This design comes from an exercise in tuning for small area, a short achievable clock period and few clock cycles on the open sky130 flow, not from production work.
The RTL was checked by simulation tests, not by an equivalence proof against the original design.
Power is estimated from default activity; no workload was simulated.

// divider
module divider(clk,
	       reset,
	       srcA,
	       srcB,
	       rob_ptr_in,
	       prf_ptr_in,
	       is_signed_div,
	       is_rem,
	       start_div,
	       y,
	       rob_ptr_out,
	       prf_ptr_out,
	       ready,
	       complete
	       );
Size in the first run: about 160 I/O pins.
clock: 6.0 ns
lec_check: 0
cap_margin: 20
core_margin: 2
core_utilization: 40
setup_slack_margin: 3.0
slew_margin: 20
standard.sh (not shown) runs the stock make flow with config.mk's settings and CLKGATE_MAP_FILE= SYNTH_SCRIPT=/design/flow/synth_recipe.tcl, a recipe that flattens the netlist after the stock synthesis.
==> flow/flow/run.sh <==
#!/bin/bash
# The standard layout, except that the port buffers are buf_2 cells in
# place of the clkdlybuf4s50_1 delay cells that buffer_ports picks by default.
# Each step's full output goes to a log file of its own in this folder.
set -euo pipefail
bash standard.sh synth > synth.log 2>&1
bash standard.sh "BUFFER_PORTS_ARGS=-buffer_cell sky130_fd_sc_hd__buf_2" finish > layout.log 2>&1
Testbench counts at the start, summed over its fixed seeds: cycles 20,765.
Next try:
==> flow/run.sh (new file) <==
#!/bin/bash
# synth_recipe.tcl (not shown) runs the flow's synth.tcl, then flattens the netlist and writes it again
# the make line also repeats each setting of config.mk as NAME=value (left out here)
make -C /OpenROAD-flow-scripts/flow DESIGN_CONFIG=/design/flow/config.mk WORK_HOME=/design/flow/orfs CLKGATE_MAP_FILE= SYNTH_SCRIPT=/design/flow/synth_recipe.tcl finish
ABC_AREA = 1   (was unset)
removed: flow/flow/run.sh
removed: flow/standard.sh
Result: Cell area came out higher by 8.0%; via count came out higher by 26%; wire length came out higher by 33%; worst hold slack improves by 0.055 ns; clock power came out higher by about 4%; register-to-register slack improves by 0.22 ns; first-iteration DRC count came out higher by 45%.
Next try:
ABC_AREA = unset   (was 1)
CORE_UTILIZATION = 60   (was 40)
PLACE_DENSITY = 0.75   (was unset)
Via count decreases by 9.6%.
Worst setup slack gets worse by 0.73 ns.
First-iteration DRC count increases by about 20%.
Next try:
==> flow/flow/run.sh (new file) <==
#!/bin/bash
# The standard layout, except that the port buffers are buf_2 cells in
# place of the clkdlybuf4s50_1 delay cells that buffer_ports picks by default.
# Each step's full output goes to a log file of its own in this folder.
set -euo pipefail
bash standard.sh synth > synth.log 2>&1
bash standard.sh "BUFFER_PORTS_ARGS=-buffer_cell sky130_fd_sc_hd__buf_2" finish > layout.log 2>&1
==> flow/standard.sh (new file) <==
#!/bin/bash
# synth_recipe.tcl (not shown) runs the flow's synth.tcl, then flattens the netlist and writes it again
# the make line also repeats each setting of config.mk as NAME=value (left out here)
make -C /OpenROAD-flow-scripts/flow DESIGN_CONFIG=/design/flow/config.mk WORK_HOME=/design/flow/orfs CLKGATE_MAP_FILE= SYNTH_SCRIPT=/design/flow/synth_recipe.tcl "${@:-finish}"
ABC_AREA = 1   (was unset)
CORE_UTILIZATION = 40   (was 60)
PLACE_DENSITY = unset   (was 0.75)
SETUP_SLACK_MARGIN = 3.5   (was 3.0)
removed: flow/run.sh
The changed run ran to the end with no violations.
Global-route usage drops by 8.8 points.
Count of clock-buffer cells in the layout stays the same.
Final area climbs by 9.4%.
Wire length climbs by 21%.

========
north:
Another version of the RTL of divider (not shown whole).
Size in the first run: about 2,100 cells after synthesis, about 120 flip-flops, roughly 160 I/O pins, roughly 0.013 mm^2 of cells after synthesis.
==> flow/design.v (excerpt) <==
module divider(clk,
	       reset,
	       srcA,
	       srcB,
	       rob_ptr_in,
	       prf_ptr_in,
	       is_signed_div,
	       is_rem,
	       start_div,
	       y,
	       rob_ptr_out,
	       prf_ptr_out,
	       ready,
	       complete
	       );
   input logic clk;
   input logic reset;
   input logic [31:0] srcA;
   input logic [31:0] srcB;
   input logic [5-1:0] rob_ptr_in;
   input logic [6-1:0] prf_ptr_in;
   input logic 	      is_signed_div;
   input logic 	      is_rem;
   input logic 	      start_div;
   output logic [63:0] y;
   output logic [5-1:0] rob_ptr_out;
   output logic [6-1:0] prf_ptr_out;
   output logic        ready;
   output logic        complete;
   localparam logic [2:0] IDLE = 3'd0,
			  N1   = 3'd1,
			  N2   = 3'd2,
			  ITER = 3'd3,
			  FIX  = 3'd4,
			  DONE = 3'd5;
   logic [2:0] r_state, n_state;
   logic [31:0] r_R, n_R;    
   logic [31:0] r_D, n_D;    
   logic [31:0] r_Q, n_Q;    
   logic [4:0] 	r_cnt, n_cnt;  
   logic 	r_triv, n_triv;  
   logic 	r_bz, n_bz;      
   logic 	r_qz, n_qz;      
   logic 	r_sa, n_sa, r_sb, n_sb, r_is_rem, n_is_rem;
   logic [5-1:0] r_rob_ptr, n_rob_ptr;
   logic [6-1:0] r_prf_ptr, n_prf_ptr;
   function automatic [5:0] lzc32(input [31:0] x);
      logic [15:0] z1; logic [15:0] c1;
      logic [7:0]  z2; logic [15:0] c2;
      logic [3:0]  z3; logic [11:0] c3;
      logic [1:0]  z4; logic [7:0]  c4;
      logic [4:0]  c5;
      integer i;
      begin
	 for (i = 0; i < 16; i = i + 1)
	   begin
	      z1[i] = !(x[2*i+1] | x[2*i]);
	      c1[i] = !x[2*i+1];
	   end
	 for (i = 0; i < 8; i = i + 1)
	   begin
	      z2[i] = z1[2*i+1] & z1[2*i];
	      c2[2*i +: 2] = z1[2*i+1] ? {1'b1, c1[2*i]} : {1'b0, c1[2*i+1]};
	   end
	 for (i = 0; i < 4; i = i + 1)
	   begin
	      z3[i] = z2[2*i+1] & z2[2*i];
	      c3[3*i +: 3] = z2[2*i+1] ? {1'b1, c2[4*i +: 2]} : {1'b0, c2[4*i+2 +: 2]};
	   end
	 for (i = 0; i < 2; i = i + 1)
	   begin
	      z4[i] = z3[2*i+1] & z3[2*i];
	      c4[4*i +: 4] = z3[2*i+1] ? {1'b1, c3[6*i +: 3]} : {1'b0, c3[6*i+3 +: 3]};
  ...
Settings: LEC_CHECK=0, ABC_AREA=1, CAP_MARGIN=20, CORE_MARGIN=2, CORE_UTILIZATION=40, SETUP_SLACK_MARGIN=3.0, SLEW_MARGIN=20; clock period 6.0 ns.
==> flow/flow/run.sh <==
#!/bin/bash
# The standard layout, except that the port buffers are buf_2 cells in
# place of the clkdlybuf4s50_1 delay cells that buffer_ports picks by default.
# Each step's full output goes to a log file of its own in this folder.
set -euo pipefail
bash standard.sh synth > synth.log 2>&1
bash standard.sh "BUFFER_PORTS_ARGS=-buffer_cell sky130_fd_sc_hd__buf_2" finish > layout.log 2>&1
Testbench counts of north, summed over its fixed seeds: cycles 19,775.
#### Input delta (south over north)
- a change of SETUP_SLACK_MARGIN from 3.0 to 2.5
==> comparison <==
Diff south..north | number of H-tree levels | unchanged. In the reports for south and north, the larger all-layer global routing usage belongs to north. south against north: wire length reported by the detailed router decreased by 1800 um relative to the old numbers; number of fill cells increased by about 1.8% relative to the old numbers. Looking only at time the final worst path needs with I/O delays and setup, and setting everything else aside, the lower value of south and north goes to north. Summary — part of the total power dissipated in sequential elements, south relative to north: higher, by 2.0 points. Post-synthesis to final-layout area growth was lower in south than in north. The run showing the greater first-pass GRT wire length is north. On internal power component, south does better than north. The final cell area excluding filler cells reported for south is smaller than that of north by 6.1%.

## re-timing with driven ports
No port has a modelled driver above. Below, the same layouts with a new extraction and two added sets of constraints. Step 1 assumes that a clkbuf_16 drives the clock port and a buf_2 every other input. Step 2 moves the port delays by t, midway between the first and last clock arrival at a register: inputs arrive t later, outputs are due t later. That takes back most of the time a late clock gives input paths. a / b / c = ideal ports / drivers / drivers and shift; a / b = the first two.
run | t, ns | setup WS [ns] | worst data-port slew with drivers (ns) | cell pins on the clock port's net
the first run of note 1 | 0.477 | 2.265 / 2.269 / 1.792 | 0.05 | 1
the second run of note 1 | 0.484 | 2.961 / 2.947 / 2.623 | 0.04 | 1
the third run of note 1 | 0.478 | 2.232 / 2.245 / 1.767 | 0.06 | 1
the fourth run of note 1 | 0.502 | 3.082 / 3.082 / 3.082 | 0.04 | 1
north | 0.486 | 2.906 / 2.906 / 2.732 | 0.05 | 1
south | 0.485 | 2.664 / 2.664 / 2.445 | 0.05 | 1
After both steps setup and hold are still met in every run listed. For the first run of note 1, which loses most, drivers alone change the setup slack by +0.004 ns; drivers and shift together by -0.473 ns.
